Source: an optimization exercise on an open RTL-to-GDS flow (aim: small area, a short achievable clock period and few clock cycles). Production flows keep margins and buffers that such runs may drop. In this exercise RTL edits were held to simulation tests only and were not proved equivalent to the original.

## flow/design.v (module list and top-level ports; edited modules follow where they fit)
// module aoi222: 3 lines
// module aoi22: 3 lines
// module rdmux32: 12 lines
// module fa_cell: 3 lines
// module ha_cell: 3 lines
// module booth_digit: 7 lines
// module mul_booth: 1925 lines
// module riscv: 215 lines
module riscv (input  logic        clk, clr,
              input  logic [31:0] RD_instr, RD_data,
              output logic [31:0] PCF,
              output logic [31:0] ALUResultM, WriteDataM,
              output logic        MemWriteM,
              output logic [3:0]  byteEnable);
  // ...
==> flow/flow/run.sh <==
#!/bin/bash
set -euo pipefail
R=orfs/results/sky130hd/riscv/base
DU="sky130_fd_sc_hd__probe_p_8 sky130_fd_sc_hd__probec_p_8 sky130_fd_sc_hd__lpflow_bleeder_1 sky130_fd_sc_hd__lpflow_clkbufkapwr_1 sky130_fd_sc_hd__lpflow_clkbufkapwr_16 sky130_fd_sc_hd__lpflow_clkbufkapwr_2 sky130_fd_sc_hd__lpflow_clkbufkapwr_4 sky130_fd_sc_hd__lpflow_clkbufkapwr_8 sky130_fd_sc_hd__lpflow_clkinvkapwr_1 sky130_fd_sc_hd__lpflow_clkinvkapwr_16 sky130_fd_sc_hd__lpflow_clkinvkapwr_2 sky130_fd_sc_hd__lpflow_clkinvkapwr_4 sky130_fd_sc_hd__lpflow_clkinvkapwr_8 sky130_fd_sc_hd__lpflow_decapkapwr_12 sky130_fd_sc_hd__lpflow_decapkapwr_3 sky130_fd_sc_hd__lpflow_decapkapwr_4 sky130_fd_sc_hd__lpflow_decapkapwr_6 sky130_fd_sc_hd__lpflow_decapkapwr_8 sky130_fd_sc_hd__lpflow_inputiso0n_1 sky130_fd_sc_hd__lpflow_inputiso0p_1 sky130_fd_sc_hd__lpflow_inputiso1n_1 sky130_fd_sc_hd__lpflow_inputiso1p_1 sky130_fd_sc_hd__lpflow_inputisolatch_1 sky130_fd_sc_hd__lpflow_isobufsrc_1 sky130_fd_sc_hd__lpflow_isobufsrc_16 sky130_fd_sc_hd__lpflow_isobufsrc_2 sky130_fd_sc_hd__lpflow_isobufsrc_4 sky130_fd_sc_hd__lpflow_isobufsrc_8 sky130_fd_sc_hd__lpflow_isobufsrckapwr_16 sky130_fd_sc_hd__lpflow_lsbuf_lh_hl_isowell_tap_1 sky130_fd_sc_hd__lpflow_lsbuf_lh_hl_isowell_tap_2 sky130_fd_sc_hd__lpflow_lsbuf_lh_hl_isowell_tap_4 sky130_fd_sc_hd__lpflow_lsbuf_lh_isowell_4 sky130_fd_sc_hd__lpflow_lsbuf_lh_isowell_tap_1 sky130_fd_sc_hd__lpflow_lsbuf_lh_isowell_tap_2 sky130_fd_sc_hd__lpflow_lsbuf_lh_isowell_tap_4 sky130_fd_sc_hd__clkdlybuf4s* sky130_fd_sc_hd__dlygate4sd* sky130_fd_sc_hd__dlymetal6s*"

bash standard.sh synth > std_synth.log 2>&1
cp $R/1_2_yosys.v std_1_2_yosys.v
cp orfs/logs/sky130hd/riscv/base/1_2_yosys.log std_1_2_yosys.log

sed "s|SYNTH_SCRIPT=[^ ]*|SYNTH_SCRIPT=$PWD/flow/synth_split.tcl|" standard.sh > split.sh
rm -f $R/1_2_yosys.v $R/1_2_yosys.sdc $R/1_synth.odb $R/1_synth.sdc
bash split.sh synth > split_synth.log 2>&1
python3 flow/regcheck.py std_1_2_yosys.v $R/1_2_yosys.v > regcheck.log 2>&1

bash split.sh SETUP_SLACK_MARGIN=7.8 "DONT_USE_CELLS=$DU" finish > layout.log 2>&1
==> flow/flow/regcheck.py <==
#!/usr/bin/env python3
"""regcheck.py STD.v NEW.v: exit 1 unless both netlists hold the same registers (instance names
and cell types, drive strength aside)."""
import re, sys

def regs(path):
    text = open(path).read()
    out = {}
    for typ, name in re.findall(r'^\s*(sky130_fd_sc_hd__\w+)\s+(\S+)\s*\(', text, re.M):
        base = re.sub(r'_\d+$', '', typ)
        if re.search(r'__(s?e?df|dl)', base):
            out[name] = base
    return out

a, b = regs(sys.argv[1]), regs(sys.argv[2])
bad = [n for n in set(a) | set(b) if a.get(n) != b.get(n)]
print(f"registers: standard {len(a)}, this synthesis {len(b)}, differing {len(bad)}")
for n in sorted(bad)[:20]:
    print(f"  {n}: {a.get(n)} vs {b.get(n)}")
sys.exit(1 if bad else 0)
==> flow/flow/synth_split.tcl <==
# The standard synthesis script (synth_recipe.tcl), except that technology mapping with ABC
# runs per module: the small gate modules (aoi222, aoi22, rdmux32, booth_digit) with ORFS's speed
# script, which maps each small module to few complex cells, and every other module with ORFS's area
# script.  Registers are mapped before ABC runs, so they are the standard synthesis's.
proc synth {args} { yosys synth -nofsm -noshare {*}$args }
proc abc {args} {
  set speed_mods {aoi222 aoi22 rdmux32 booth_digit}
  set base [list]
  set skip 0
  foreach a $args {
    if {$skip} { set skip 0; continue }
    if {$a eq "-script"} { set skip 1; continue }
    lappend base $a
  }
  set sd $::env(SCRIPTS_DIR)
  yosys abc -script $sd/abc_speed.script {*}$base {*}$speed_mods
  set rest [list *]
  foreach m $speed_mods { lappend rest $m %d }
  yosys abc -script $sd/abc_area.script {*}$base {*}$rest
}
source $::env(SCRIPTS_DIR)/synth.tcl
# left out here: clear keep_hierarchy, flatten, clean up, hide names made inside functions, write 1_2_yosys.v
==> flow/standard.sh <==
#!/bin/bash
# synth_recipe.tcl (not shown) runs the flow's synth.tcl, then flattens the netlist and writes it again
# the make line also repeats each setting of config.mk as NAME=value (left out here)
make -C /OpenROAD-flow-scripts/flow DESIGN_CONFIG=/design/flow/config.mk WORK_HOME=/design/flow/orfs CLKGATE_MAP_FILE= SYNTH_SCRIPT=/design/flow/synth_recipe.tcl "${@:-finish}"
==> flow/config.mk <==
export PLATFORM = sky130hd
export DESIGN_NAME = riscv
export DESIGN_NICKNAME = riscv
export VERILOG_FILES = /design/flow/design.v
export SDC_FILE = /design/flow/constraint.sdc
export NUM_CORES = 8
export LEC_CHECK = 0
export CAP_MARGIN = 20
export CORE_MARGIN = 2
export CORE_UTILIZATION = 45
export SLEW_MARGIN = 20
export SYNTH_HIERARCHICAL = 1
==> flow/constraint.sdc <==
create_clock -name core_clock -period 12.0 [get_ports {clk}]
set_input_delay 2.4000 -clock core_clock [delete_from_list [all_inputs] [get_ports {clk}]]
set_output_delay 2.4000 -clock core_clock [all_outputs]
set_load 0.01 [all_outputs]
==> metrics.cfg, run 1 <==
[cells_and_area]
clkCellAreaFrac_pct = 4.96
final_cells = 13200
biggestCellCategory = multi-input gates
stdcell_area_um2 = 116000
multiInputGateArea_um2 = 55700
largest_reg_flops = 992
top_register = regs
final_cell_mix = nand2_1 (1610), edfxtp_1 (992), a222oi_1 (640)
syn_to_final_growth_pct = 20.1

[critical_path]
cp-startpoint = fBWE
reg2reg_slack_ps = 7240

[routing]
dr.max_layer_used = met5
drc = 0
routed_wl_um = 480000
wire_per_inst_um = 36.3

[min_path]
min_to = MemWriteM
hp-start = isStE
hold_depth = 0

[grt]
met1_usage_pct = 54.9
met3_usage_pct = 14.1
use_met2_pct = 59.5
grt_pass1_vias = 83900
grt_overflow_total = 0

[placement]
place_ws_ps = 4180
place_congestion = 1.15

[synth]
synthDominantCellAreaShare_pct = 30.9
async_reset_ff_share_pct = 2.78
synth_xor_area_share_pct = 7.00
synthTopCellsByArea = edfxtp_1 (31%), dfxtp_1 (11%), fa_1 (9.8%), a222oi_1 (6.6%), nand2_1 (6.5%)
synthCells = 9620
synth_area_per_cell_um2 = 10.0
syn-cell-area_um2 = 96500
yosys.area_share.simple_pct = 13.7

[floorplanning]
initial_core_util_pct = 45.4
dieArea_um2 = 218000
placementRows = 169

[outcome]
run_status = complete, no violations

[sta]
hold_viol = 0
whs_ps = 347

Testbench counts, summed over its fixed seeds: cycles 17,224.
==> module riscv, before the edit <==
module riscv (input  logic        clk, clr,
              input  logic [31:0] RD_instr, RD_data,
              output logic [31:0] PCF,
              output logic [31:0] ALUResultM, WriteDataM,
              output logic        MemWriteM,
              output logic [3:0]  byteEnable);
    logic        stallF, redirE, predF, takeTgtF;
    logic [31:0] pcTgtF;
    logic [31:0] targetE;
    logic [31:1] pcF;
    assign PCF = {pcF, 1'b0};
    always_ff @(posedge clk or posedge clr)
        if (clr)           pcF <= '0;
        else if (takeTgtF) pcF <= pcTgtF[31:1];
        else if (redirE)   pcF <= targetE[31:1];
        else if (!stallF)  pcF <= pcF + 31'd1 + 31'd1;
    wire [31:0] iF   = RD_instr;
    wire [4:0]  op   = iF[6:2];
    wire [2:0]  f3   = iF[14:12];
    wire [4:0]  rdF  = iF[11:7];
    wire [4:0]  rs1F = iF[19:15];
    wire [4:0]  rs2F = iF[24:20];
    wire isLUI   = op == 5'b01101;
    wire isAUIPC = op == 5'b00101;
    wire isJAL   = op == 5'b11011;
    wire isJALR  = op == 5'b11001;
    wire isBr    = op == 5'b11000;
    wire isLd    = op == 5'b00000;
    wire isSt    = op == 5'b01000;
    wire isOpI   = op == 5'b00100;
    wire isOp    = op == 5'b01100;
    wire isMul   = isOp & iF[25];
    wire isAlu   = isOpI | isOp & ~iF[25];
    wire writesRd = isLUI | isAUIPC | isJAL | isJALR | isLd | isOpI | isOp;
    wire useRs1   = ~op[0] | ~op[2] & ~op[1];
    wire useRs2   = op[3] & ~op[0];
    wire [31:0] immI = {{20{iF[31]}}, iF[31:20]};
    wire [31:0] immS = {{20{iF[31]}}, iF[31:25], iF[11:7]};
    wire [31:0] immB = {{20{iF[31]}}, iF[7], iF[30:25], iF[11:8], 1'b0};
    wire [31:0] immJ = {{12{iF[31]}}, iF[19:12], iF[20], iF[30:21], 1'b0};
    wire [31:0] immU = {iF[31:12], 12'b0};
    assign predF  = isJAL | isBr & iF[31];
    assign pcTgtF = {pcF, 1'b0} + (iF[3] ? immJ : immB);
    assign takeTgtF = predF & ~stallF & ~redirE;
    wire [31:0] immF = (isLUI | isAUIPC) ? immU : predF ? 32'd4 : isBr ? immB : isSt ? immS : immI;
    wire subF   = isOp & iF[30] & (f3 == 3'b000) | (isAlu & f3[2:1] == 2'b01);
    wire selAdd = isAlu & (f3 == 3'b000) | isLd | isSt;
    wire selSlt = isAlu & (f3[2:1] == 2'b01);
    wire selSh  = isAlu & (f3[1:0] == 2'b01);
    wire selXor = isAlu & (f3 == 3'b100);
    wire selOr  = isAlu & (f3 == 3'b110);
    wire selAnd = isAlu & (f3 == 3'b111);
    wire bImm   = isOpI | isLd | isSt | isJALR;
    logic [31:0] regs [31:1];
    logic        regwW;
    logic [4:0]  rdW;
    logic [31:0] resW;
    logic [31:1] wdec;
    always_comb
        for (int k = 1; k < 32; k++) wdec[k] = regwW & (rdW == k);
    genvar gi;
    generate
        for (gi = 1; gi < 32; gi = gi + 1) begin : g_rf
            always_ff @(posedge clk)
                if (wdec[gi]) regs[gi] <= resW;
        end
    endgenerate
    logic [31:0] sel1, sel2, r1F, r2F;
    assign sel1[0] = regwW & (rdW == rs1F) & (rs1F != 5'd0);
    assign sel2[0] = regwW & (rdW == rs2F) & (rs2F != 5'd0);
    always_comb
        for (int k = 1; k < 32; k++) begin
            sel1[k] = (rs1F == k) & ~wdec[k];
            sel2[k] = (rs2F == k) & ~wdec[k];
        end
    genvar bi, ki;
    generate
        for (bi = 0; bi < 32; bi = bi + 1) begin : g_rd
            wire [31:0] col;
            assign col[0] = resW[bi];
            for (ki = 1; ki < 32; ki = ki + 1) begin : g_c
                assign col[ki] = regs[ki][bi];
            end
            rdmux32 u1 (.sel(sel1), .d(col), .y(r1F[bi]));
            rdmux32 u2 (.sel(sel2), .d(col), .y(r2F[bi]));
        end
    endgenerate
    logic        regwE, isLdE, isMulE, isStE, isBrE, isJALRE, predE;
    logic        ldmulE;    
    logic [4:0]  rdE;
    logic [31:0] aE, bE, immE;
    logic [31:1] pcE;
    logic [2:0]  f3E;
    logic        fAME, fAWE, fBME, fBWE;
    logic        nfAME, nfAWE;    
    logic        subE, selAddE, selSltE, selShE, selXorE, selOrE, selAndE, bImmE;
    logic        selLuiE, selAuipcE, selLinkE;    
    logic        shLeftE, shArithE, saE, sbE, mulHiE;
    logic        regwM, isLdM, isMulM, mulHiM;
    logic [4:0]  rdM;
    logic [2:0]  f3M;
    assign stallF = ldmulE & ((useRs1 & (rdE == rs1F)) | (useRs2 & (rdE == rs2F)));
    wire bubble = stallF | redirE;
    always_ff @(posedge clk or posedge clr)
        if (clr) begin
            regwE <= 1'b0; isLdE <= 1'b0; isMulE <= 1'b0; isStE <= 1'b0; ldmulE <= 1'b0;
            isBrE <= 1'b0; isJALRE <= 1'b0;
        end else if (bubble) begin
            regwE <= 1'b0; isLdE <= 1'b0; isMulE <= 1'b0; isStE <= 1'b0; ldmulE <= 1'b0;
            isBrE <= 1'b0; isJALRE <= 1'b0;
        end else begin
            regwE   <= writesRd & (rdF != 5'd0);
            ldmulE  <= (isLd | isMul) & (rdF != 5'd0);
            isLdE   <= isLd;
            isMulE  <= isMul;
            isStE   <= isSt;
            isBrE   <= isBr;
            isJALRE <= isJALR;
        end
    always_ff @(posedge clk) begin
        rdE  <= rdF;
        aE   <= r1F;
        bE   <= r2F;
        immE <= immF;
        pcE  <= pcF;
        f3E  <= f3;
        fAME <= regwE & (rdE == rs1F);
        fAWE <= regwM & (rdM == rs1F) & ~(regwE & (rdE == rs1F));
        nfAME <= ~(regwE & (rdE == rs1F));
        nfAWE <= ~(regwM & (rdM == rs1F) & ~(regwE & (rdE == rs1F)));
        fBME <= regwE & (rdE == rs2F);
        fBWE <= regwM & (rdM == rs2F) & ~(regwE & (rdE == rs2F));
        subE <= subF;
        selAddE <= selAdd; selSltE <= selSlt; selShE <= selSh; selXorE <= selXor;
        selOrE <= selOr; selAndE <= selAnd; bImmE <= bImm;
        selLuiE <= isLUI; selAuipcE <= isAUIPC | isJAL; selLinkE <= isJALR;
        predE <= iF[31];
        shLeftE  <= ~f3[2];
        shArithE <= iF[30] & f3[2];
        saE    <= f3[1] ^ f3[0];
        sbE    <= ~f3[1] & f3[0];
        mulHiE <= f3[1] | f3[0];
    end
    wire [31:0] A   = fAME ? ALUResultM : fAWE ? resW : aE;
    wire [31:0] mulA = ~nfAME ? ALUResultM : ~nfAWE ? resW : aE;
    wire [31:0] B   = fBME ? ALUResultM : fBWE ? resW : bE;
    wire [31:0] opB = bImmE ? immE : B;
    wire [32:0] sum = {1'b0, A} + {1'b0, opB ^ {32{subE}}} + {32'b0, subE};
    wire ltU = ~sum[32];
    wire ltS = (A[31] ^ opB[31]) ? A[31] : sum[31];
    wire brEq  = A == B;
    wire brLtU = A < B;
    wire brLtS = (A[31] ^ B[31]) ? A[31] : brLtU;
    wire [31:0] pcImmE = {pcE, 1'b0} + immE;
    logic [31:0] shIn, shOut, shRes;
    always_comb
        for (int k = 0; k < 32; k++) shIn[k] = shLeftE ? A[31-k] : A[k];
    assign shOut = 32'($signed({shArithE & A[31], shIn}) >>> opB[4:0]);
    always_comb
        for (int k = 0; k < 32; k++) shRes[k] = shLeftE ? shOut[31-k] : shOut[k];
    wire slt = f3E[0] ? ltU : ltS;
    wire [31:0] resE = ({32{selAddE}}   & sum[31:0])
                     | ({32{selSltE}}   & {31'b0, slt})
                     | ({32{selShE}}    & shRes)
                     | ({32{selXorE}}   & (A ^ opB))
                     | ({32{selOrE}}    & (A | opB))
                     | ({32{selAndE}}   & (A & opB))
                     | ({32{selLuiE}}   & immE)
                     | ({32{selAuipcE}} & pcImmE)
                     | ({32{selLinkE}}  & {pcF, 1'b0});
    logic taken;
    always_comb
        case (f3E[2:1])
            2'b00:   taken = brEq ^ f3E[0];
            2'b10:   taken = brLtS ^ f3E[0];
            2'b11:   taken = brLtU ^ f3E[0];
            default: taken = 1'b0;
        endcase
    assign redirE  = isBrE & (taken ^ predE) | isJALRE;
    assign targetE = isJALRE ? {sum[31:1], 1'b0} : pcImmE;
    wire [63:0] prodM;
    mul_booth mul (.clk(clk), .a(mulA), .bm(ALUResultM), .bw(resW), .br(bE), .fm(fBME), .fw(fBWE),
                   .sa(saE), .sb(sbE), .p(prodM));
    always_ff @(posedge clk or posedge clr)
        if (clr) begin
            MemWriteM <= 1'b0; regwM <= 1'b0; isLdM <= 1'b0; isMulM <= 1'b0;
        end else begin
            MemWriteM <= isStE; regwM <= regwE; isLdM <= isLdE; isMulM <= isMulE;
        end
    always_ff @(posedge clk) begin
        ALUResultM <= resE;
        WriteDataM <= f3E[1] ? B : f3E[0] ? {2{B[15:0]}} : {4{B[7:0]}};
        byteEnable <= f3E[1] ? 4'b1111 :
                      f3E[0] ? (sum[1] ? 4'b1100 : 4'b0011) :
                      (4'b0001 << sum[1:0]);
        rdM    <= rdE;
        f3M    <= f3E;
        mulHiM <= mulHiE;
    end
    wire [7:0]  ldByte = ALUResultM[1] ? (ALUResultM[0] ? RD_data[31:24] : RD_data[23:16])
                                       : (ALUResultM[0] ? RD_data[15:8]  : RD_data[7:0]);
    wire [15:0] ldHalf = ALUResultM[1] ? RD_data[31:16] : RD_data[15:0];
    wire [31:0] ldData = f3M[1] ? RD_data :
                         f3M[0] ? {{16{~f3M[2] & ldHalf[15]}}, ldHalf} :
                                  {{24{~f3M[2] & ldByte[7]}}, ldByte};
    wire [31:0] mulRes = mulHiM ? prodM[63:32] : prodM[31:0];
    wire [31:0] resM   = isLdM ? ldData : isMulM ? mulRes : ALUResultM;
    always_ff @(posedge clk or posedge clr)
        if (clr) regwW <= 1'b0;
        else     regwW <= regwM;
    always_ff @(posedge clk) begin
        resW <= resM;
        rdW  <= rdM;
    end
endmodule
==> run 2, diff against run 1 <==
--- a/flow/design.v
+++ b/flow/design.v
@@ -1976,18 +1976,20 @@
     wire [4:0]  rdF  = iF[11:7];
     wire [4:0]  rs1F = iF[19:15];
     wire [4:0]  rs2F = iF[24:20];
-    wire isLUI   = op == 5'b01101;
-    wire isAUIPC = op == 5'b00101;
-    wire isJAL   = op == 5'b11011;
-    wire isJALR  = op == 5'b11001;
-    wire isBr    = op == 5'b11000;
-    wire isLd    = op == 5'b00000;
-    wire isSt    = op == 5'b01000;
-    wire isOpI   = op == 5'b00100;
-    wire isOp    = op == 5'b01100;
+    wire isAluC  = op[2] & ~op[0];
+    wire isUpper = op[2] & op[0];
+    wire isLUI   = isUpper & op[3];
+    wire isAUIPC = isUpper & ~op[3];
+    wire isJAL   = op[4] & op[1];
+    wire isJALR  = op[4] & op[0] & ~op[1];
+    wire isBr    = op[4] & ~op[0];
+    wire isLd    = ~op[4] & ~op[3] & ~op[2];
+    wire isSt    = ~op[4] & op[3] & ~op[2];
+    wire isOpI   = isAluC & ~op[3];
+    wire isOp    = isAluC & op[3];
     wire isMul   = isOp & iF[25];
-    wire isAlu   = isOpI | isOp & ~iF[25];
-    wire writesRd = isLUI | isAUIPC | isJAL | isJALR | isLd | isOpI | isOp;
+    wire isAlu   = isAluC & ~(op[3] & iF[25]);
+    wire writesRd = ~isBr & ~isSt;
     wire useRs1   = ~op[0] | ~op[2] & ~op[1];
     wire useRs2   = op[3] & ~op[0];
     wire [31:0] immI = {{20{iF[31]}}, iF[31:20]};
@@ -1999,7 +2001,7 @@
     assign pcTgtF = {pcF, 1'b0} + (iF[3] ? immJ : immB);
     assign takeTgtF = predF & ~stallF & ~redirE;
     wire [31:0] immF = (isLUI | isAUIPC) ? immU : predF ? 32'd4 : isBr ? immB : isSt ? immS : immI;
-    wire subF   = isOp & iF[30] & (f3 == 3'b000) | (isAlu & f3[2:1] == 2'b01);
+    wire subF   = isAluC & (op[3] & iF[30] & (f3 == 3'b000) | f3[2:1] == 2'b01);
     wire selAdd = isAlu & (f3 == 3'b000) | isLd | isSt;
     wire selSlt = isAlu & (f3[2:1] == 2'b01);
     wire selSh  = isAlu & (f3[1:0] == 2'b01);
@@ -2048,7 +2050,6 @@
     logic [31:1] pcE;
     logic [2:0]  f3E;
     logic        fAME, fAWE, fBME, fBWE;
-    logic        nfAME, nfAWE;    
     logic        subE, selAddE, selSltE, selShE, selXorE, selOrE, selAndE, bImmE;
     logic        selLuiE, selAuipcE, selLinkE;    
     logic        shLeftE, shArithE, saE, sbE, mulHiE;
@@ -2082,8 +2083,6 @@
         f3E  <= f3;
         fAME <= regwE & (rdE == rs1F);
         fAWE <= regwM & (rdM == rs1F) & ~(regwE & (rdE == rs1F));
-        nfAME <= ~(regwE & (rdE == rs1F));
-        nfAWE <= ~(regwM & (rdM == rs1F) & ~(regwE & (rdE == rs1F)));
         fBME <= regwE & (rdE == rs2F);
         fBWE <= regwM & (rdM == rs2F) & ~(regwE & (rdE == rs2F));
         subE <= subF;
@@ -2098,7 +2097,6 @@
         mulHiE <= f3[1] | f3[0];
     end
     wire [31:0] A   = fAME ? ALUResultM : fAWE ? resW : aE;
-    wire [31:0] mulA = ~nfAME ? ALUResultM : ~nfAWE ? resW : aE;
     wire [31:0] B   = fBME ? ALUResultM : fBWE ? resW : bE;
     wire [31:0] opB = bImmE ? immE : B;
     wire [32:0] sum = {1'b0, A} + {1'b0, opB ^ {32{subE}}} + {32'b0, subE};
@@ -2135,7 +2133,7 @@
     assign redirE  = isBrE & (taken ^ predE) | isJALRE;
     assign targetE = isJALRE ? {sum[31:1], 1'b0} : pcImmE;
     wire [63:0] prodM;
-    mul_booth mul (.clk(clk), .a(mulA), .bm(ALUResultM), .bw(resW), .br(bE), .fm(fBME), .fw(fBWE),
+    mul_booth mul (.clk(clk), .a(A), .bm(ALUResultM), .bw(resW), .br(bE), .fm(fBME), .fw(fBWE),
                    .sa(saE), .sb(sbE), .p(prodM));
     always_ff @(posedge clk or posedge clr)
         if (clr) begin
--- a/flow/flow/run.sh
+++ b/flow/flow/run.sh
@@ -12,4 +12,4 @@
 bash split.sh synth > split_synth.log 2>&1
 python3 flow/regcheck.py std_1_2_yosys.v $R/1_2_yosys.v > regcheck.log 2>&1
 
-bash split.sh SETUP_SLACK_MARGIN=7.8 "DONT_USE_CELLS=$DU" finish > layout.log 2>&1
+bash split.sh SETUP_SLACK_MARGIN=7.5 "DONT_USE_CELLS=$DU" finish > layout.log 2>&1
==> run 2 against run 1 <==
Routed wire length is 5.7% lower. Via count is 3.1% lower. Highest routed layer unchanged. First-iteration DRC count is 9.4% lower. Flip-flop and latch count is 2 lower. Setup slack better by 22 ps. Critical path type unchanged. Fmax is 0.47% higher. Largest cell class unchanged. Non-clock buffer count is 144 lower.
==> metrics.cfg, run 2 <==
[grt]
grt_max_degree = 65
antenna_found_initial = 50
grt_pass1_vias = 83100  ; -1.0%
grt_usage_pct = 40.3
grt_overflow_total = 0  ; unchanged
grt_first_pass_wirelength_um = 624000

[critical_path]
reg2reg_slack_ps = 7270  ; +20 ps
crit_type = reg2reg
cp_max_fo = 11
worstPathArrival_ps = 5480
cp-end-kind = register
rr_startpoint = fBWE
timing.rr.end = mul.q[123]
r2r_cells = 12
startpoint_type = register
cp.required_ps = 12750

[sta]
tns_ps = 0
period_needed_ps = 4730
rsz0062_at_grt = true
maxSlewViolCount = 0
max_slew_margin_pct = 10.6
hold_viol = 0  ; unchanged
skew_ps = 82.1
post-route-period-util_pct = 39.5
worstMarginPinSlew_ps = 1330
fmax_ghz = 0.211
setup_viol = 0

[placement]
dp_cells = 12300
place_congestion = 1.04  ; -10%
portBuffers = 163
hpwl_um = 314000

[synth]
synth_compound_area_share_pct = 16.1
synth_xor_area_share_pct = 6.99  ; -0.010 points
ys_ff_latch = 1547
synth_area_per_cell_um2 = 10.1  ; +0.48%
synth_top_area_cell = edfxtp_1
synth-edff-count = 992
yosys.area_share.simple_pct = 14.0  ; +0.28 points
ys_types = 66
synthDominantCellAreaShare_pct = 31.1  ; +0.19 points
async_reset_ff_share_pct = 2.78  ; +0.0036 points
syn-cell-area_um2 = 95900  ; -0.62%
yosys.area_share.adder_pct = 13.9
synth.most_common_cell = nand2_1
synthMuxAreaShare_pct = 1.38
ys_seq_area_share_pct = 42.9
synth_top_family_by_area = compound AO/OA/AOI/OAI gates
synthTopCellsByArea = edfxtp_1 (31%), dfxtp_1 (11%), fa_1 (9.8%), a222oi_1 (6.7%), xor2_1 (6.5%)
ys_top_cells_by_count = nand2_1 (1646), edfxtp_1 (992), xor2_1 (712)
synthCells = 9515  ; -1.1%
yosysWarnings = 9
yosys_most_used_dff = edfxtp_1

[cells_and_area]
final_cell_mix = nand2_1 (1621), edfxtp_1 (992), xor2_1 (669)
reg.largest.list = regs: 992 flops, mul.q: 242 flops
top_register = regs
mostFrequentLayoutCell = nand2_1
final.fill_count = 18900
drive_above_1_share_pct = 14.4
syn_to_final_growth_pct = 16.4
largest_reg_flops = 992  ; unchanged
final_cells = 13000  ; -1.7%
nNetsFinal = 10900

[cts]
path_clk_slew_ps = 60
clock-sinks = 1547
cts_max_level = 4
cts_hold_buf = 0
numCtsBuffers = 166
clk_path_buf_depth = 3
cts_tree = built
clkLatencyLatePin_ps = 880
ctsRootBufferMaster = clkbuf_16

[floorplanning]
die_y_um = 466
dieArea_um2 = 217000  ; -0.61%
io_pins = 167
initial_core_util_pct = 45.2  ; -0.15 points
placementRows = 169  ; unchanged
core_area_um2 = 212000
fp.dieW_um = 466

[routing]
routed_wl_um = 453000  ; -5.7%
drtIter0Drc = 16000
ant_nets = 0
wire_per_inst_um = 34.8  ; -4.1%
dr.pass1.iters = 14
vias_per_cell = 6.78
vias = 88200
drc = 0  ; unchanged

[outcome]
run_status = complete, no violations

[min_path]
hold_depth = 0  ; unchanged
hp-start = isMulE
min-delay-path-class = reg2reg
min_to = isMulM

[job]
drv_cap = 0

run 2: metrics by stage:
step	cell area, µm²	worst slack [ps]	hold WS [ps]	util [%]
after CTS	109000	7390	348	51.4
after global placement	100000	4790	340	47.4
after floorplan	96000	5840	310	-
after global routing	112000	7240	361	52.7
after detailed placement	100000	4810	335	47.4
final	112000	7270	348	52.7
run 2: kinds of logic after synthesis:
family,count (synthesis)
xor gates and xnor gates,765
buffers and inverters,1167
AOI/OAI and AO/OA,2098
adders and majority gates,783
and+or+nand+nor,3044
muxes,109
other,2
DFF,1547
run 2: routing by layer:
metal	GRT usage, %	routed length [µm]
met1	50.0	158000
met4	25.7	37500
met3	13.2	63800
met2	60.3	193000
met5	0.395	340
run 2: worst max-delay path, cell delays in order, from the launching register on:
cell     delay [ps]
dfxtp_4         390
buf_12          150
buf_16          150
buf_1           140
mux2i_1         120
o21ai_4         240
buf_1           230
buf_2           340
xor2_1          610
fa_1            580
fa_2            630
fa_1            460
fa_2            570
run 2: modules after synthesis (local to each module, per instance), excerpt:
module     times used  cell area [µm²]  cells inside
fa_cell           467             20.0             1
mul_booth           1            21000          3071
ha_cell            44             12.5             1
rdmux32            64             23.8             4
aoi222            640             10.0             1
riscv               1            54600          4769
run 2: how the worst max path moves through the flow:
stage | startpoint | cells after the start | to
2_1_floorplan | RD_instr[21] | 8 | bE[0]
3_3_place_gp | fBWE | 28 | pcF[13]
3_5_place_dp | fBWE | 28 | pcF[9]
4_1_cts | fBME | 22 | pcF[22]
5_1_grt | fAME | 13 | mul.q[123]
6_report | fBWE | 12 | mul.q[123]
run 2: repair_timing:
| item | in CTS | in global routing |
|---|---|---|
| pin swaps | 67 | 131 |
| endpoints found under the setup margin | 357 | 184 |
| buffers inserted | 130 | 139 |
| cloned | 28 | 14 |
| resized for setup | 605 | 419 |
run 2: final cells by class:
class | instances | area [µm²] | area share [%]
tap | 2821 | 3530 | 3.16
inverter | 718 | 3140 | 2.81
clock inverter | 78 | 1070 | 0.959
timing repair buffer | 737 | 4730 | 4.24
multi-input combinational | 6827 | 53300 | 47.7
sequential | 1547 | 41200 | 36.9
timing repair inverter | 8 | 61.3 | 0.0549
clock buffer | 227 | 4560 | 4.09
antenna | 34 | 85.1 | 0.0762
Testbench counts of run 2, summed over its fixed seeds: cycles 17,224.
==> run 3, diff against run 2 <==
--- a/flow/config.mk
+++ b/flow/config.mk
@@ -7,6 +7,6 @@
 export LEC_CHECK = 0
 export CAP_MARGIN = 20
 export CORE_MARGIN = 2
-export CORE_UTILIZATION = 45
+export CORE_UTILIZATION = 50
 export SLEW_MARGIN = 20
 export SYNTH_HIERARCHICAL = 1
==> run 3 against run 2 <==
Core utilization increased by 5.8 points. Sequential share of layout area increased by 0.10 points. Non-clock buffer count decreased by 11. Clock skew increased by 20 ps. Largest cell class unchanged. Still clean. Critical path depth unchanged. Global-route usage increased by 4.6 points.
==> metrics.cfg, run 3 <==
[cts]
cts_tree = built
clk_path_buf_depth = 3  ; unchanged
clkLatencyLatePin_ps = 900  ; +20 ps
ctsRootBufferMaster = clkbuf_16
path_clk_slew_ps = 60  ; about the same
cts_max_level = 4  ; unchanged
clock-sinks = 1547  ; unchanged
cts_hold_buf = 0  ; unchanged
numCtsBuffers = 166  ; unchanged

[grt]
met1_usage_pct = 55.1  ; +5.1 points
grt_pass1_vias = 83800  ; +0.85%
grt_first_pass_wirelength_um = 624000  ; unchanged
use_met2_pct = 66.0  ; +5.7 points
grt_overflow_total = 0  ; unchanged
antenna_found_initial = 39  ; -22%
met3_usage_pct = 15.0  ; +1.8 points
busiest_layer = met2
grt_usage_pct = 44.9  ; +4.6 points
grt_max_degree = 52  ; -20%

[routing]
routed_wl_um = 457000  ; +0.93%
wire_per_inst_um = 36.1  ; +3.6%
drtIter0Drc = 16400  ; +2.6%
dr.pass1.iters = 13  ; -1
drc = 0  ; unchanged
vias = 88300  ; +0.21%
vias_per_cell = 6.98  ; +2.8%
ant_nets = 0  ; unchanged

[critical_path]
cp.required_ps = 12700  ; -50 ps
worstPathArrival_ps = 5410  ; -70 ps
cp-end-kind = register
startpoint_type = register
crit_type = reg2reg
r2r_cells = 12  ; unchanged
cp_max_fo = 34  ; +23

[floorplanning]
placementRows = 160  ; -5.3%
fp.dieW_um = 442  ; -5.1%
io_pins = 167  ; unchanged
core_area_um2 = 190000  ; -10%
dieArea_um2 = 195000  ; -9.9%
die_y_um = 442  ; -5.1%
initial_core_util_pct = 50.4  ; +5.1 points

[synth]
synth_top_area_cell = edfxtp_1
yosys_most_used_dff = edfxtp_1
ys_seq_area_share_pct = 42.9  ; unchanged
ys_types = 66  ; unchanged
yosysWarnings = 9  ; unchanged
ys_ff_latch = 1547  ; unchanged
synth_area_per_cell_um2 = 10.1  ; unchanged
synth-edff-count = 992  ; unchanged
syn-cell-area_um2 = 95900  ; unchanged
synthTopCellsByArea = edfxtp_1 (31%), dfxtp_1 (11%), fa_1 (9.8%), a222oi_1 (6.7%), xor2_1 (6.5%)
async_reset_ff_share_pct = 2.78  ; unchanged
synth.most_common_cell = nand2_1
ys_top_cells_by_count = nand2_1 (1646), edfxtp_1 (992), xor2_1 (712)
synthDominantCellAreaShare_pct = 31.1  ; unchanged
synthCells = 9515  ; unchanged

[placement]
hpwl_um = 315000  ; +0.47%
place_congestion = 1.02  ; -1.0%
portBuffers = 163  ; unchanged

[sta]
tns_ps = 0  ; unchanged
setup_viol = 0  ; unchanged
worstMarginPinSlew_ps = 1410  ; +79.4 ps
max_slew_margin_pct = 6.26  ; -4.4 points
fmax_ghz = 0.213  ; +0.72%
post-route-period-util_pct = 39.2  ; -0.28 points
hold_viol = 0  ; unchanged
skew_ps = 102  ; +19.9 ps
period_needed_ps = 4700  ; -33.7 ps
rsz0062_at_grt = true
maxSlewViolCount = 0  ; unchanged

[cells_and_area]
final_cell_mix = nand2_1 (1635), edfxtp_1 (992), xor2_1 (673)
multiInputGateArea_um2 = 53100  ; -0.33%
seqCellArea_um2 = 41200  ; unchanged
reg.largest.list = regs: 992 flops, mul.q: 242 flops
final.fill_count = 16300  ; -14%
top_register = regs
nNetsFinal = 10800  ; -0.16%
largest_reg_flops = 992  ; unchanged
drive_above_1_share_pct = 14.2  ; -0.16 points
mostFrequentLayoutCell = nand2_1
syn_to_final_growth_pct = 16.1

[min_path]
hold_depth = 0  ; unchanged
min-delay-path-class = reg2reg

[outcome]
run_status = complete, no violations

[job]
drv_cap = 0  ; unchanged

[run 3: cell counts after synthesis]
Identical to the previous run, type by type.
[run 3: worst paths after layout]
path                           from         end  slack (ps)
setup / recovery           resW[28]  mul.q[123]        7300
setup reg to reg           resW[28]  mul.q[123]        7300
hold / removal               isMulE      isMulM         350
min in group asynchronous       clr      pcF[3]        1640
max in group asynchronous       clr     pcF[15]        9800
hold reg to reg              isMulE      isMulM         350
[run 3: cell type report]
class / instances / area share (%)
Sequential cell: 1547 / 37.0
Tap cell: 2511 / 2.82
Inverter: 718 / 2.81
Timing Repair Buffer: 726 / 4.57
Clock inverter: 89 / 0.878
Multi-Input combinational cell: 6818 / 47.7
Timing Repair inverter: 11 / 0.0742
Clock buffer: 220 / 4.11
Antenna cell: 25 / 0.0562
[run 3: cell families (layout without fill, tap and decap cells)]
kind of cell | after synthesis | count (layout) | share of synthesized area (%)
other | 2 | 29 | 0.00783
AND/OR/NAND/NOR | 3044 | 3057 | 14.0
buffers and inverters | 1167 | 1764 | 4.76
adder cells (fa/ha/maj) | 783 | 783 | 13.9
flip-flops | 1547 | 1547 | 42.9
AO/OA/AOI/OAI | 2098 | 2100 | 16.1
multiplexers | 109 | 109 | 1.38
XOR/XNOR | 765 | 765 | 6.99
[run 3: Yosys stat by module (local to each module, per instance), excerpt]
module     flops+latches  copies in the design  cells  cell area, µm²
riscv               1305                     1   4769           54600
aoi22                  0                    64      1            12.5
mul_booth            242                     1   3071           21000
rdmux32                0                    64      4            23.8
fa_cell                0                   467      1            20.0
aoi222                 0                   640      1            10.0
[run 3: critical path: stages, from the launching register on]
cell and delay, ps:
dfxtp_1 450, buf_8 250, mux2i_1 310, nor2_1 130
a21oi_4 320, mux2i_2 360, clkinvlp_4 280, o22ai_4 250
xor2_2 170, fa_1 460, fa_1 530, fa_2 600
fa_2 420
[run 3: routing by layer]
layer,vias to the layer above,share of wire (%)
met2,7276,42
met4,20,8.8
met5,-,0.060
met1,43100,35
met3,1790,14
li1,36200,-
[run 3: repair_timing]
| item | in CTS | in global routing |
|---|---|---|
| setup endpoints to repair | 352 | 220 |
| hold endpoints to repair | 0 | 0 |
| cloned | 22 | 17 |
| gates resized for setup | 526 | 477 |
| setup buffers | 141 | 122 |
| pin swaps | 60 | 142 |
[run 3: metrics by stage]
stage / utilization (%) / cells / setup slack, ps / area, µm² / hold slack, ps
after floorplan: - / 9517 / 5840 / 96000 / 310
after global placement: 52.5 / 12000 / 4960 / 100000 / 342
final: 58.5 / 12700 / 7300 / 111000 / 353
after detailed placement: 52.6 / 12000 / 4910 / 100000 / 342
after global routing: 58.5 / 12700 / 7260 / 111000 / 360
after CTS: 57.0 / 12500 / 7430 / 109000 / 357
==> run 4, diff against run 3 <==
==> flow/flow/run.sh (replaced) <==
#!/bin/bash
set -euo pipefail
R=orfs/results/sky130hd/riscv/base
DU="sky130_fd_sc_hd__probe_p_8 sky130_fd_sc_hd__probec_p_8 sky130_fd_sc_hd__lpflow_bleeder_1 sky130_fd_sc_hd__lpflow_clkbufkapwr_1 sky130_fd_sc_hd__lpflow_clkbufkapwr_16 sky130_fd_sc_hd__lpflow_clkbufkapwr_2 sky130_fd_sc_hd__lpflow_clkbufkapwr_4 sky130_fd_sc_hd__lpflow_clkbufkapwr_8 sky130_fd_sc_hd__lpflow_clkinvkapwr_1 sky130_fd_sc_hd__lpflow_clkinvkapwr_16 sky130_fd_sc_hd__lpflow_clkinvkapwr_2 sky130_fd_sc_hd__lpflow_clkinvkapwr_4 sky130_fd_sc_hd__lpflow_clkinvkapwr_8 sky130_fd_sc_hd__lpflow_decapkapwr_12 sky130_fd_sc_hd__lpflow_decapkapwr_3 sky130_fd_sc_hd__lpflow_decapkapwr_4 sky130_fd_sc_hd__lpflow_decapkapwr_6 sky130_fd_sc_hd__lpflow_decapkapwr_8 sky130_fd_sc_hd__lpflow_inputiso0n_1 sky130_fd_sc_hd__lpflow_inputiso0p_1 sky130_fd_sc_hd__lpflow_inputiso1n_1 sky130_fd_sc_hd__lpflow_inputiso1p_1 sky130_fd_sc_hd__lpflow_inputisolatch_1 sky130_fd_sc_hd__lpflow_isobufsrc_1 sky130_fd_sc_hd__lpflow_isobufsrc_16 sky130_fd_sc_hd__lpflow_isobufsrc_2 sky130_fd_sc_hd__lpflow_isobufsrc_4 sky130_fd_sc_hd__lpflow_isobufsrc_8 sky130_fd_sc_hd__lpflow_isobufsrckapwr_16 sky130_fd_sc_hd__lpflow_lsbuf_lh_hl_isowell_tap_1 sky130_fd_sc_hd__lpflow_lsbuf_lh_hl_isowell_tap_2 sky130_fd_sc_hd__lpflow_lsbuf_lh_hl_isowell_tap_4 sky130_fd_sc_hd__lpflow_lsbuf_lh_isowell_4 sky130_fd_sc_hd__lpflow_lsbuf_lh_isowell_tap_1 sky130_fd_sc_hd__lpflow_lsbuf_lh_isowell_tap_2 sky130_fd_sc_hd__lpflow_lsbuf_lh_isowell_tap_4 sky130_fd_sc_hd__clkdlybuf4s* sky130_fd_sc_hd__dlygate4sd* sky130_fd_sc_hd__dlymetal6s* sky130_fd_sc_hd__a2111oi_0 sky130_fd_sc_hd__a21boi_0 sky130_fd_sc_hd__and2_0 sky130_fd_sc_hd__einvn_0 sky130_fd_sc_hd__o21ai_0 sky130_fd_sc_hd__o311ai_0 sky130_fd_sc_hd__or2_0"

bash standard.sh synth > std_synth.log 2>&1
cp $R/1_2_yosys.v std_1_2_yosys.v
cp orfs/logs/sky130hd/riscv/base/1_2_yosys.log std_1_2_yosys.log

sed "s|SYNTH_SCRIPT=[^ ]*|SYNTH_SCRIPT=$PWD/flow/synth_split.tcl|" standard.sh > split.sh
rm -f $R/1_2_yosys.v $R/1_2_yosys.sdc $R/1_synth.odb $R/1_synth.sdc
bash split.sh "DONT_USE_CELLS=$DU" synth > split_synth.log 2>&1
python3 flow/regcheck.py std_1_2_yosys.v $R/1_2_yosys.v > regcheck.log 2>&1

bash split.sh SETUP_SLACK_MARGIN=7.5 "DONT_USE_CELLS=$DU" finish > layout.log 2>&1
--- a/flow/config.mk
+++ b/flow/config.mk
@@ -7,6 +7,6 @@
 export LEC_CHECK = 0
 export CAP_MARGIN = 20
 export CORE_MARGIN = 2
-export CORE_UTILIZATION = 50
+export CORE_UTILIZATION = 45
 export SLEW_MARGIN = 20
 export SYNTH_HIERARCHICAL = 1
==> run 4 against run 3 <==
Clock skew increased by 16 ps. Setup slack gained 69 ps. First-iteration DRC count is 0.68% higher. Critical path depth decreased by 3. Routed wire length decreased by 1.8%. Area after synthesis about the same. Non-clock buffer count down 56. Final area down 0.58%. Flip-flop and latch count stayed put. Fmax is 1.5% higher. Critical path type is now in2reg. Largest cell class unchanged. Highest routed layer unchanged.
==> metrics.cfg, run 4 <==
[synth]
synth_area_per_cell_um2 = 10.1  ; about the same
yosys_most_used_dff = edfxtp_1
ys_top_cells_by_count = nand2_1 (1660), edfxtp_1 (992), xor2_1 (713)
synth-edff-count = 992  ; unchanged
synth.most_common_cell = nand2_1
synthTopCellsByArea = edfxtp_1 (31%), dfxtp_1 (11%), fa_1 (9.8%), a222oi_1 (6.7%), xor2_1 (6.5%)
yosysWarnings = 9  ; unchanged
synthCells = 9530  ; +0.16%
syn-cell-area_um2 = 95900  ; about the same
synthDominantCellAreaShare_pct = 31.0  ; about the same
ys_types = 63  ; -4.5%
async_reset_ff_share_pct = 2.78  ; unchanged
ys_ff_latch = 1547  ; unchanged
synth_top_area_cell = edfxtp_1
ys_seq_area_share_pct = 42.9  ; about the same

[sta]
hold_viol = 0  ; unchanged
worst_slack_ps = 7370  ; +69.0 ps
worstMarginPinSlew_ps = 1330  ; -80.9 ps
maxSlewViolCount = 0  ; unchanged
setup_viol = 0  ; unchanged
post-route-period-util_pct = 38.6  ; -0.58 points
period_needed_ps = 4630  ; -69.0 ps
fmax_ghz = 0.216  ; +1.5%
rsz0062_at_grt = true
skew_ps = 118  ; +15.8 ps
tns_ps = 0  ; unchanged
max_slew_margin_pct = 11.7  ; +5.4 points

[cells_and_area]
nNetsFinal = 10800  ; -0.44%
mostFrequentLayoutCell = nand2_1
drive_above_1_share_pct = 13.8  ; -0.46 points
top_register = regs
final_core_util_pct = 52.2  ; -6.3 points
largest_reg_flops = 992  ; unchanged
syn_to_final_growth_pct = 15.4
reg.largest.list = regs: 992 flops, mul.q: 242 flops
final_cell_mix = nand2_1 (1648), edfxtp_1 (992), xor2_1 (678)

[cts]
numCtsBuffers = 164  ; -1.2%
ctsRootBufferMaster = clkbuf_16
clock-sinks = 1547  ; unchanged
cts_hold_buf = 0  ; unchanged
cts_tree = built
clk_path_buf_depth = 3  ; unchanged
path_clk_slew_ps = 70  ; about the same
clkLatencyLatePin_ps = 910  ; about the same
cts_max_level = 4  ; unchanged

[routing]
drc = 0  ; unchanged
drtIter0Drc = 16500  ; +0.68%
wire_per_inst_um = 34.7  ; -3.7%
dr.pass1.iters = 14  ; +1
routed_wl_um = 449000  ; -1.8%
ant_nets = 0  ; unchanged
vias = 87700  ; -0.78%
vias_per_cell = 6.78  ; -2.7%

[placement]
place_congestion = 1.09  ; +5.9%
place_ws_ps = 4750  ; -163 ps
portBuffers = 163  ; unchanged
hpwl_um = 308000  ; -2.2%

[floorplanning]
initial_core_util_pct = 45.2  ; -5.1 points
die_y_um = 466  ; +5.4%
fp.dieW_um = 466  ; +5.4%
placementRows = 169  ; +5.6%
core_area_um2 = 212000  ; +11%
io_pins = 167  ; unchanged
dieArea_um2 = 217000  ; +11%

[grt]
grt_usage_pct = 39.9  ; -5.0 points
antenna_found_initial = 40  ; +2.6%
grt_overflow_total = 0  ; unchanged
grt_first_pass_wirelength_um = 619000  ; -0.78%
grt_pass1_vias = 82900  ; -1.1%
grt_max_degree = 92  ; +77%

[critical_path]
cp-end-kind = register
slowest_stage = nor3_2
crit_family = simple AND/OR/NAND/NOR gates
startpoint_type = input pin
cp_max_fo = 16  ; -53%
crit_type = in2reg
path_buf_inv = 3  ; +1
worst_path_largest_cell_delay_ps = 710  ; +110 ps
cp_cell_sequence = buf_1, inv_2, nor2_1, nand2_1, nor3_2, buf_2, a222oi_1, nand4_1, or3_1
worstPathArrival_ps = 5380  ; -30 ps
cp.required_ps = 12750  ; +50 ps

[min_path]
min-delay-path-class = reg2reg

[job]
drv_cap = 0  ; unchanged

[outcome]
run_status = complete, no violations

[run 4: cell types whose count changed in the layout (fill, tap and decap cells not counted), sizes merged, moves of 4 or more]
cell / delta
clkinv: -5
buf: -42
a21o: -4
clkinvlp: -18
nor3: +4
clkbuf: -7
inv: +4
nand2: +11
o21ai: +4
[run 4: cell type report]
type	count	area (µm²)
fill	18900	101000
multi-input combinational	6834	52800
sequential	1547	41200
clock buffer	224	4630
timing repair buffer	670	4270
tap	2821	3530
inverter	716	3090
clock inverter	79	1020
antenna	22	55.1
timing repair inverter	7	47.5
[run 4: per-stage QoR]
| step | instance area (µm²) | cells | hold slack (ps) |
|---|---|---|---|
| CTS | 109000 | 12800 | 349 |
| floorplan | 96100 | 9532 | 310 |
| detailed placement | 100000 | 12300 | 335 |
| global placement | 100000 | 12300 | 334 |
| global route | 111000 | 12900 | 358 |
| finish | 111000 | 12900 | 350 |
[run 4: kinds of logic (layout without fill, tap and decap cells)]
| group | Yosys count | after routing | share of synthesized area, % |
|---|---|---|---|
| AND/OR/NAND/NOR | 3058 | 3070 | 14.0 |
| AO/OA/AOI/OAI | 2098 | 2103 | 16.1 |
| flip-flops | 1547 | 1547 | 42.9 |
| buffers and inverters | 1168 | 1696 | 4.78 |
| adder cells (fa/ha/maj) | 783 | 783 | 13.9 |
| XOR/XNOR | 765 | 765 | 6.98 |
| multiplexers | 109 | 109 | 1.38 |
| other | 2 | 26 | 0.00783 |
[run 4: worst paths after layout]
kind | start | to | slack (ps) | depth (start not counted)
max reg2reg | ALUResultM[5] | mul.q[147] | 7380 | 11
min in group asynchronous | clr | isLdE | 1440 | 2
min | isLdE | isLdM | 350 | 0
min reg2reg | isLdE | isLdM | 350 | 0
max | RD_instr[15] | aE[23] | 7370 | 9
max in group asynchronous | clr | pcF[30] | 10030 | 3
[run 4: what timing repair did]
action                                  in CTS  in global routing
cloned                                      21                  9
pin swaps                                   74                 62
buffers inserted                           151                 73
hold endpoints to repair                     0                  0
gates resized for setup                    563                274
endpoints found under the setup margin     355                220
[run 4: per-module statistics from Yosys, one instance, submodules excluded]
| module | area (µm²) | cells |
|---|---|---|
| ha_cell | 12.5 | 1 |
| aoi22 | 12.5 | 1 |
| aoi222 | 10.0 | 1 |
| fa_cell | 20.0 | 1 |
| booth_digit | 100 | 12 |
| rdmux32 | 23.8 | 4 |
| riscv | 54600 | 4784 |
| mul_booth | 21000 | 3071 |
[run 4: routing by layer]
| layer | track usage, % | share of wire, % |
|---|---|---|
| met4 | 26.5 | 8.1 |
| met5 | 0.0659 | 0.031 |
| met3 | 12.8 | 14 |
| met1 | 50.4 | 36 |
| met2 | 58.6 | 42 |
==> run 5, diff against run 4 <==
--- a/flow/config.mk
+++ b/flow/config.mk
@@ -10,3 +10,4 @@
 export CORE_UTILIZATION = 45
 export SLEW_MARGIN = 20
 export SYNTH_HIERARCHICAL = 1
+export TNS_END_PERCENT = 30
==> run 5 against run 4 <==
Clock skew shrank 31 ps. Synthesized cell count is the same. Routed wire length shrank 0.28%. Final area grew 0.45%. Cell count grew 0.35%. Die area is the same. Critical path type unchanged.
==> metrics.cfg, run 5 <==
[outcome]
run_status = complete, no violations

[cells_and_area]
final_cells = 13000  ; +0.35%
syn_to_final_growth_pct = 15.9
mostFrequentLayoutCell = nand2_1
top_register = regs
nNetsFinal = 10800  ; +0.48%
stdcell_area_um2 = 111000  ; +0.45%
final_cell_mix = nand2_1 (1638), edfxtp_1 (992), xor2_1 (682)
drive_above_1_share_pct = 13.9  ; +0.10 points
final.fill_count = 18800  ; -0.61%
largest_reg_flops = 992  ; unchanged
reg.largest.list = regs: 992 flops, mul.q: 242 flops
seqCellArea_um2 = 41200  ; about the same
multiInputGateArea_um2 = 53000  ; +0.34%

[floorplanning]
io_pins = 167  ; unchanged
core_area_um2 = 212000  ; unchanged
die_y_um = 466  ; unchanged
fp.dieW_um = 466  ; unchanged
initial_core_util_pct = 45.2  ; unchanged
placementRows = 169  ; unchanged
dieArea_um2 = 217000  ; unchanged

[synth]
async_reset_ff_share_pct = 2.78  ; unchanged
synth.most_common_cell = nand2_1
ys_types = 63  ; unchanged
yosys_most_used_dff = edfxtp_1
synthTopCellsByArea = edfxtp_1 (31%), dfxtp_1 (11%), fa_1 (9.8%), a222oi_1 (6.7%), xor2_1 (6.5%)
synth_top_area_cell = edfxtp_1
synth-edff-count = 992  ; unchanged
ys_top_cells_by_count = nand2_1 (1660), edfxtp_1 (992), xor2_1 (713)
synthCells = 9530  ; unchanged
ys_ff_latch = 1547  ; unchanged
synthDominantCellAreaShare_pct = 31.0  ; unchanged
ys_seq_area_share_pct = 42.9  ; unchanged
yosysWarnings = 9  ; unchanged
synth_area_per_cell_um2 = 10.1  ; unchanged
syn-cell-area_um2 = 95900  ; unchanged

[critical_path]
timing.rr.end = mul.q[83]
path_buf_inv = 3  ; unchanged
startpoint_type = input pin
cp.required_ps = 12680  ; -70 ps
crit_family = simple AND/OR/NAND/NOR gates
cp-end-kind = register
worst_path_largest_cell_delay_ps = 730  ; +20 ps
cp_max_fo = 32  ; +16
crit_type = in2reg
reg2reg_slack_ps = 7270  ; -110 ps
rr_startpoint = ALUResultM[3]
slowest_stage = nand4_1
cp_cell_sequence = clkbuf_2, buf_4, nor3_2, buf_2, a222oi_1, nand4_1, or3_1
worstPathArrival_ps = 5460  ; +80 ps
r2r_cells = 9  ; -2

[placement]
placed_cell_area_um2 = 100000  ; about the same
portBuffers = 163  ; unchanged
dp_cells = 12300  ; +0.024%
hpwl_um = 308000  ; about the same
place_congestion = 1.09  ; +0.64%

[cts]
cts_tree = built
clk_path_buf_depth = 3  ; unchanged
clock-sinks = 1547  ; unchanged
clkLatencyLatePin_ps = 890  ; -20 ps
cts_hold_buf = 0  ; unchanged
numCtsBuffers = 162  ; -1.2%
ctsRootBufferMaster = clkbuf_16
path_clk_slew_ps = 60  ; about the same
cts_max_level = 4  ; unchanged

[sta]
hold_viol = 0  ; unchanged
period_needed_ps = 4780  ; +147 ps
max_slew_margin_pct = 16.5  ; +4.9 points
fmax_ghz = 0.209  ; -3.1%
maxSlewViolCount = 0  ; unchanged
setup_viol = 0  ; unchanged
post-route-period-util_pct = 39.8  ; +1.2 points
tns_ps = 0  ; unchanged
whs_ps = 349  ; -1.01 ps
worstMarginPinSlew_ps = 1250  ; -73.2 ps
rsz0062_at_grt = true
skew_ps = 86.8  ; -30.9 ps

[min_path]
min_to = isMulM
hold_depth = 0  ; unchanged
hp-start = isMulE
min-delay-path-class = reg2reg

[routing]
vias = 87200  ; -0.47%
wire_per_inst_um = 34.5  ; -0.62%
dr.pass1.iters = 13  ; -1
drc = 0  ; unchanged
vias_per_cell = 6.73  ; -0.82%
wl_met2_um = 188000  ; -0.72%
routed_wl_um = 447000  ; -0.28%
dr.max_layer_used = met5
wl_met3_um = 64400  ; +1.6%
ant_nets = 0  ; unchanged
drtIter0Drc = 15800  ; -4.0%
wl_met1_um = 157000  ; -1.6%

[grt]
grt_pass1_vias = 81700  ; -1.4%
grt_overflow_total = 0  ; unchanged
grt_usage_pct = 39.5  ; -0.45 points
antenna_found_initial = 32  ; -20%
grt_first_pass_wirelength_um = 613000  ; -1.1%
grt_max_degree = 64  ; -30%

[job]
drv_cap = 0  ; unchanged

## run 5: cell counts after synthesis
No cell type changed its count.
## run 5: layout make-up
cell class              instances  area share, %
diodes                         18         0.0405
clock buffers                 217           4.03
clock inverters                81          0.981
inverters                     716           2.82
multi-input cells            6842           47.7
flip-flops and latches       1547           37.0
well taps                    2821           3.17
repair buffers                717           4.16
repair inverters                6         0.0473
## run 5: timing repair
action	CTS	global route
setup endpoints to repair	352	240
cloned	22	17
gates resized for setup	519	390
pin swaps	52	97
setup buffers	134	131
## run 5: cells by family after synthesis
group / count (synthesis) / synth area share [%]
xor gates and xnor gates: 765 / 6.98
AOI/OAI and AO/OA: 2098 / 16.1
buffers and inverters: 1168 / 4.78
adders and majority gates: 783 / 13.9
other: 2 / 0.00783
and+or+nand+nor: 3058 / 14.0
muxes: 109 / 1.38
DFF: 1547 / 42.9
## run 5: worst max path at each step
stage                            start         end  slack [ps]  depth (start not counted)
after floorplan           RD_instr[21]       bE[0]        5860                          8
after global placement            fAWE      pcF[3]        4790                         22
after detailed placement          fAME      pcF[8]        4800                         24
after CTS                        regwW      bE[12]        7310                          8
after global routing              fBWE  mul.q[135]        7260                         19
final                     RD_instr[19]      aE[15]        7220                          7
## run 5: routing by layer
| layer | GRT usage (%) | vias up |
|---|---|---|
| met4 | 26.3 | 18 |
| met1 | 49.7 | 42400 |
| met2 | 58.1 | 7154 |
| met5 | 0 | - |
| met3 | 12.6 | 1508 |
| li1 | - | 36200 |
## run 5: modules after synthesis (local to each module, per instance)
module,flops+latches,times used
riscv,1305,1
mul_booth,242,1
booth_digit,0,17
rdmux32,0,64
fa_cell,0,467
aoi22,0,64
ha_cell,0,44
aoi222,0,640
## run 5: through the flow
step | utilization, % | setup slack (ps)
after global placement | 47.2 | 4790
after detailed placement | 47.4 | 4800
after CTS | 51.3 | 7310
final | 52.4 | 7220
after global routing | 52.4 | 7260
after floorplan | - | 5860
==> run 6, diff against run 5 <==
--- a/flow/design.v
+++ b/flow/design.v
@@ -1976,20 +1976,18 @@
     wire [4:0]  rdF  = iF[11:7];
     wire [4:0]  rs1F = iF[19:15];
     wire [4:0]  rs2F = iF[24:20];
-    wire isAluC  = op[2] & ~op[0];
-    wire isUpper = op[2] & op[0];
-    wire isLUI   = isUpper & op[3];
-    wire isAUIPC = isUpper & ~op[3];
-    wire isJAL   = op[4] & op[1];
-    wire isJALR  = op[4] & op[0] & ~op[1];
-    wire isBr    = op[4] & ~op[0];
-    wire isLd    = ~op[4] & ~op[3] & ~op[2];
-    wire isSt    = ~op[4] & op[3] & ~op[2];
-    wire isOpI   = isAluC & ~op[3];
-    wire isOp    = isAluC & op[3];
+    wire isLUI   = op == 5'b01101;
+    wire isAUIPC = op == 5'b00101;
+    wire isJAL   = op == 5'b11011;
+    wire isJALR  = op == 5'b11001;
+    wire isBr    = op == 5'b11000;
+    wire isLd    = op == 5'b00000;
+    wire isSt    = op == 5'b01000;
+    wire isOpI   = op == 5'b00100;
+    wire isOp    = op == 5'b01100;
     wire isMul   = isOp & iF[25];
-    wire isAlu   = isAluC & ~(op[3] & iF[25]);
-    wire writesRd = ~isBr & ~isSt;
+    wire isAlu   = isOpI | isOp & ~iF[25];
+    wire writesRd = isLUI | isAUIPC | isJAL | isJALR | isLd | isOpI | isOp;
     wire useRs1   = ~op[0] | ~op[2] & ~op[1];
     wire useRs2   = op[3] & ~op[0];
     wire [31:0] immI = {{20{iF[31]}}, iF[31:20]};
@@ -2001,7 +1999,7 @@
     assign pcTgtF = {pcF, 1'b0} + (iF[3] ? immJ : immB);
     assign takeTgtF = predF & ~stallF & ~redirE;
     wire [31:0] immF = (isLUI | isAUIPC) ? immU : predF ? 32'd4 : isBr ? immB : isSt ? immS : immI;
-    wire subF   = isAluC & (op[3] & iF[30] & (f3 == 3'b000) | f3[2:1] == 2'b01);
+    wire subF   = isOp & iF[30] & (f3 == 3'b000) | (isAlu & f3[2:1] == 2'b01);
     wire selAdd = isAlu & (f3 == 3'b000) | isLd | isSt;
     wire selSlt = isAlu & (f3[2:1] == 2'b01);
     wire selSh  = isAlu & (f3[1:0] == 2'b01);
--- a/flow/config.mk
+++ b/flow/config.mk
@@ -10,4 +10,3 @@
 export CORE_UTILIZATION = 45
 export SLEW_MARGIN = 20
 export SYNTH_HIERARCHICAL = 1
-export TNS_END_PERCENT = 30
==> run 6 against run 5 <==
Still clean. Non-clock buffer count rose by 39. Largest cell class unchanged. Highest routed layer unchanged. Global-route usage is 0.067 points higher.
==> metrics.cfg, run 6 <==
[floorplanning]
io_pins = 167  ; unchanged
die_y_um = 465  ; about the same
dieArea_um2 = 217000  ; -0.14%
fp.dieW_um = 465  ; about the same
placementRows = 169  ; unchanged
core_area_um2 = 212000  ; about the same
initial_core_util_pct = 45.2  ; about the same

[routing]
vias = 87500  ; +0.24%
dr.pass1.iters = 13  ; unchanged
drc = 0  ; unchanged
ant_nets = 0  ; unchanged
routed_wl_um = 446000  ; -0.34%
wire_per_inst_um = 34.3  ; -0.55%
vias_per_cell = 6.73  ; about the same
drtIter0Drc = 16300  ; +3.2%

[cts]
clk_path_buf_depth = 3  ; unchanged
path_clk_slew_ps = 60  ; about the same
ctsRootBufferMaster = clkbuf_16
clkLatencyLatePin_ps = 880  ; about the same
numCtsBuffers = 164  ; +1.2%
clock-sinks = 1547  ; unchanged
cts_hold_buf = 0  ; unchanged
cts_max_level = 4  ; unchanged
cts_tree = built

[cells_and_area]
mostFrequentLayoutCell = nand2_1
multiInputGateArea_um2 = 53300  ; +0.58%
top_register = regs
final_core_util_pct = 52.7  ; +0.27 points
final.fill_count = 18800  ; +0.080%
drive_above_1_share_pct = 14.5  ; +0.60 points
syn_to_final_growth_pct = 16.5
nNetsFinal = 10900  ; +0.23%
seqCellArea_um2 = 41200  ; about the same
stdcell_area_um2 = 112000  ; +0.41%
final_cell_mix = nand2_1 (1679), edfxtp_1 (992), xor2_1 (674)
largest_reg_flops = 992  ; unchanged
reg.largest.list = regs: 992 flops, mul.q: 242 flops

[synth]
ys_top_cells_by_count = nand2_1 (1700), edfxtp_1 (992), xor2_1 (713)
async_reset_ff_share_pct = 2.78  ; unchanged
syn-cell-area_um2 = 95800  ; -0.15%
yosys_most_used_dff = edfxtp_1
synth.most_common_cell = nand2_1
synthDominantCellAreaShare_pct = 31.1  ; +0.045 points
synth_area_per_cell_um2 = 10.1  ; about the same
ys_ff_latch = 1547  ; unchanged
ys_types = 67  ; +6.3%
synthCells = 9515  ; -0.16%
synth-edff-count = 992  ; unchanged
synth_top_area_cell = edfxtp_1
yosysWarnings = 9  ; unchanged
ys_seq_area_share_pct = 42.9  ; +0.063 points
synthTopCellsByArea = edfxtp_1 (31%), dfxtp_1 (11%), fa_1 (9.8%), a222oi_1 (6.7%), nand2_1 (6.7%)

[outcome]
run_status = complete, no violations

[sta]
post-route-period-util_pct = 42.6  ; +2.7 points
worstMarginPinSlew_ps = 1260  ; +4.89 ps
setup_viol = 0  ; unchanged
max_slew_margin_pct = 16.2  ; -0.33 points
hold_viol = 0  ; unchanged
maxSlewViolCount = 0  ; unchanged
period_needed_ps = 5110  ; +329 ps
fmax_ghz = 0.196  ; -6.4%
rsz0062_at_grt = true
skew_ps = 94.2  ; +7.36 ps
tns_ps = 0  ; unchanged

[placement]
hpwl_um = 308000  ; about the same
placed_cell_area_um2 = 100000  ; -0.20%
portBuffers = 163  ; unchanged
place_congestion = 1.04  ; -5.0%

[grt]
grt_first_pass_wirelength_um = 614000  ; +0.16%
grt_usage_pct = 39.6  ; +0.067 points
grt_pass1_vias = 82500  ; +0.89%
grt_overflow_total = 0  ; unchanged
grt_max_degree = 91  ; +42%
antenna_found_initial = 33  ; +3.1%

[critical_path]
cp.required_ps = 12740  ; +60 ps
cp_cell_sequence = buf_6, buf_16, buf_4, mux2i_4, o21ai_4, or2_1, mux2i_1, buf_2, o21ai_1, xor2_1, fa_1, fa_1, fa_1, fa_2
worst_path_largest_cell_delay_ps = 780  ; +50 ps
startpoint_type = register
worstPathArrival_ps = 5850  ; +390 ps
cp_max_fo = 7  ; -78%
crit_path_frequent_cell = fa_1
slowest_stage = xor2_1
crit_type = reg2reg
cp-end-kind = register

[job]
drv_cap = 0  ; unchanged

[min_path]
min-delay-path-class = reg2reg

run 6: cell count changes in the layout (fill, tap and decap cells not counted), sizes merged, moves of 11 or more:
cell,change
nand2,+40
inv,-18
nor2,+14
a21oi,+11
buf,+40
nand3,-37
a31oi,-12
run 6: layout make-up:
class	instances	share of cell area, %
Inverter	696	2.73
Clock inverter	90	0.922
Multi-Input combinational cell	6844	47.8
Antenna cell	18	0.0404
Sequential cell	1547	36.9
Timing Repair Buffer	756	4.37
Tap cell	2821	3.16
Timing Repair inverter	8	0.0504
Clock buffer	212	4.04
run 6: final timing paths:
kind                            start         end  slack [ps]  cells after the start
worst max-delay path             fBWE  mul.q[131]        6890                     14
worst min-delay path            isLdE       isLdM         300                      0
worst max register to register   fBWE  mul.q[131]        6890                     14
worst min register to register  isLdE       isLdM         300                      0
max in group asynchronous         clr     pcF[28]        9800                      2
min in group asynchronous         clr      isMulM        1660                      2
run 6: Yosys stat by module, one instance, submodules excluded:
module	times used	area (µm²)
riscv	1	54500
mul_booth	1	20900
booth_digit	17	100
rdmux32	64	23.8
fa_cell	467	20.0
aoi22	64	12.5
ha_cell	44	12.5
aoi222	640	10.0
run 6: logic make-up after synthesis:
| kind of cell | after synthesis | share of synthesized area (%) |
|---|---|---|
| mux | 110 | 1.39 |
| simple gates | 3054 | 13.8 |
| buf+inv | 1152 | 4.79 |
| xor+xnor | 767 | 7.01 |
| flops | 1547 | 42.9 |
| other cells | 2 | 0.00784 |
| fa+ha+maj | 783 | 13.9 |
| compound gates | 2100 | 16.2 |
run 6: through the flow:
step           worst slack [ps]  hold slack [ps]  cells
2_1_floorplan              5860              310   9517
3_3_place_gp               5090              336  12300
3_5_place_dp               5030              343  12300
4_1_cts                    7430              313  12800
5_1_grt                    6910              314  13000
6_report                   6890              304  13000
run 6: per-layer routing:
layer,vias to the layer above,global-route usage [%],wire length [µm],share of wire (%)
li1,36200,-,-,-
met1,42500,50.6,159000,36
met2,7058,58.4,187000,42
met3,1679,11.2,60600,14
met4,34,26.1,38700,8.7
met5,-,0,224,0.050
run 6: what timing repair did:
item,in CTS,in global routing
gates resized for setup,598,373
setup buffers,179,131
cloned,30,14
pin swaps,81,121
endpoints found under the setup margin,360,172
run 6: critical path: cells and delay by family (launching register included):
kind / cells / cell delay (ps)
DFF: 1 / 490
buffers and inverters: 4 / 590
adders and majority gates: 4 / 2250
and+or+nand+nor: 1 / 240
muxes: 2 / 470
xor gates and xnor gates: 1 / 780
AOI/OAI and AO/OA: 2 / 160
Testbench counts of run 6, summed over its fixed seeds: cycles 17,224.

afterwards: timing with drivers on the ports:
No port has a modelled driver above. Below, the same layouts with a new extraction and two added sets of constraints. Step 1 sets driving cells, clkbuf_16 on the clock port and buf_2 on the other inputs (assumed; they add their load-dependent delay and slew). Step 2 adds t to the input delays and takes it off the output delays; t is the mean of the earliest and latest rising clock arrival at the registers after step 1. Input paths then give back, and output paths get back, about the clock's delay inside the block. Three values: no drivers, after step 1, after step 2; two values: the first two.
run | shift t [ns] | setup WS [ns] | worst hold slack (ns) | worst data-port slew with drivers (ns) | cell pins on the clock port's net
run 1 | 0.929 | 7.243 / 7.243 / 6.651 | 0.347 / 0.347 / 0.347 | 0.25 | 1
run 2 | 0.932 | 7.266 / 7.266 / 6.432 | 0.348 / 0.348 / 0.348 | 0.14 | 1
run 3 | 0.947 | 7.299 / 7.299 / 6.395 | 0.353 / 0.353 / 0.353 | 0.21 | 1
run 4 | 0.953 | 7.368 / 7.375 / 6.491 | 0.350 / 0.350 / 0.350 | 0.09 | 1
run 5 | 0.928 | 7.222 / 7.266 / 6.361 | 0.349 / 0.349 / 0.349 | 0.13 | 1
run 6 | 0.935 | 6.893 / 6.893 / 6.479 | 0.304 / 0.304 / 0.304 | 0.07 | 1
After both steps every run listed still meets setup and hold. The setup slack of run 3, which loses most, moves by 0.000 ns with the drivers and by -0.904 ns with both steps.
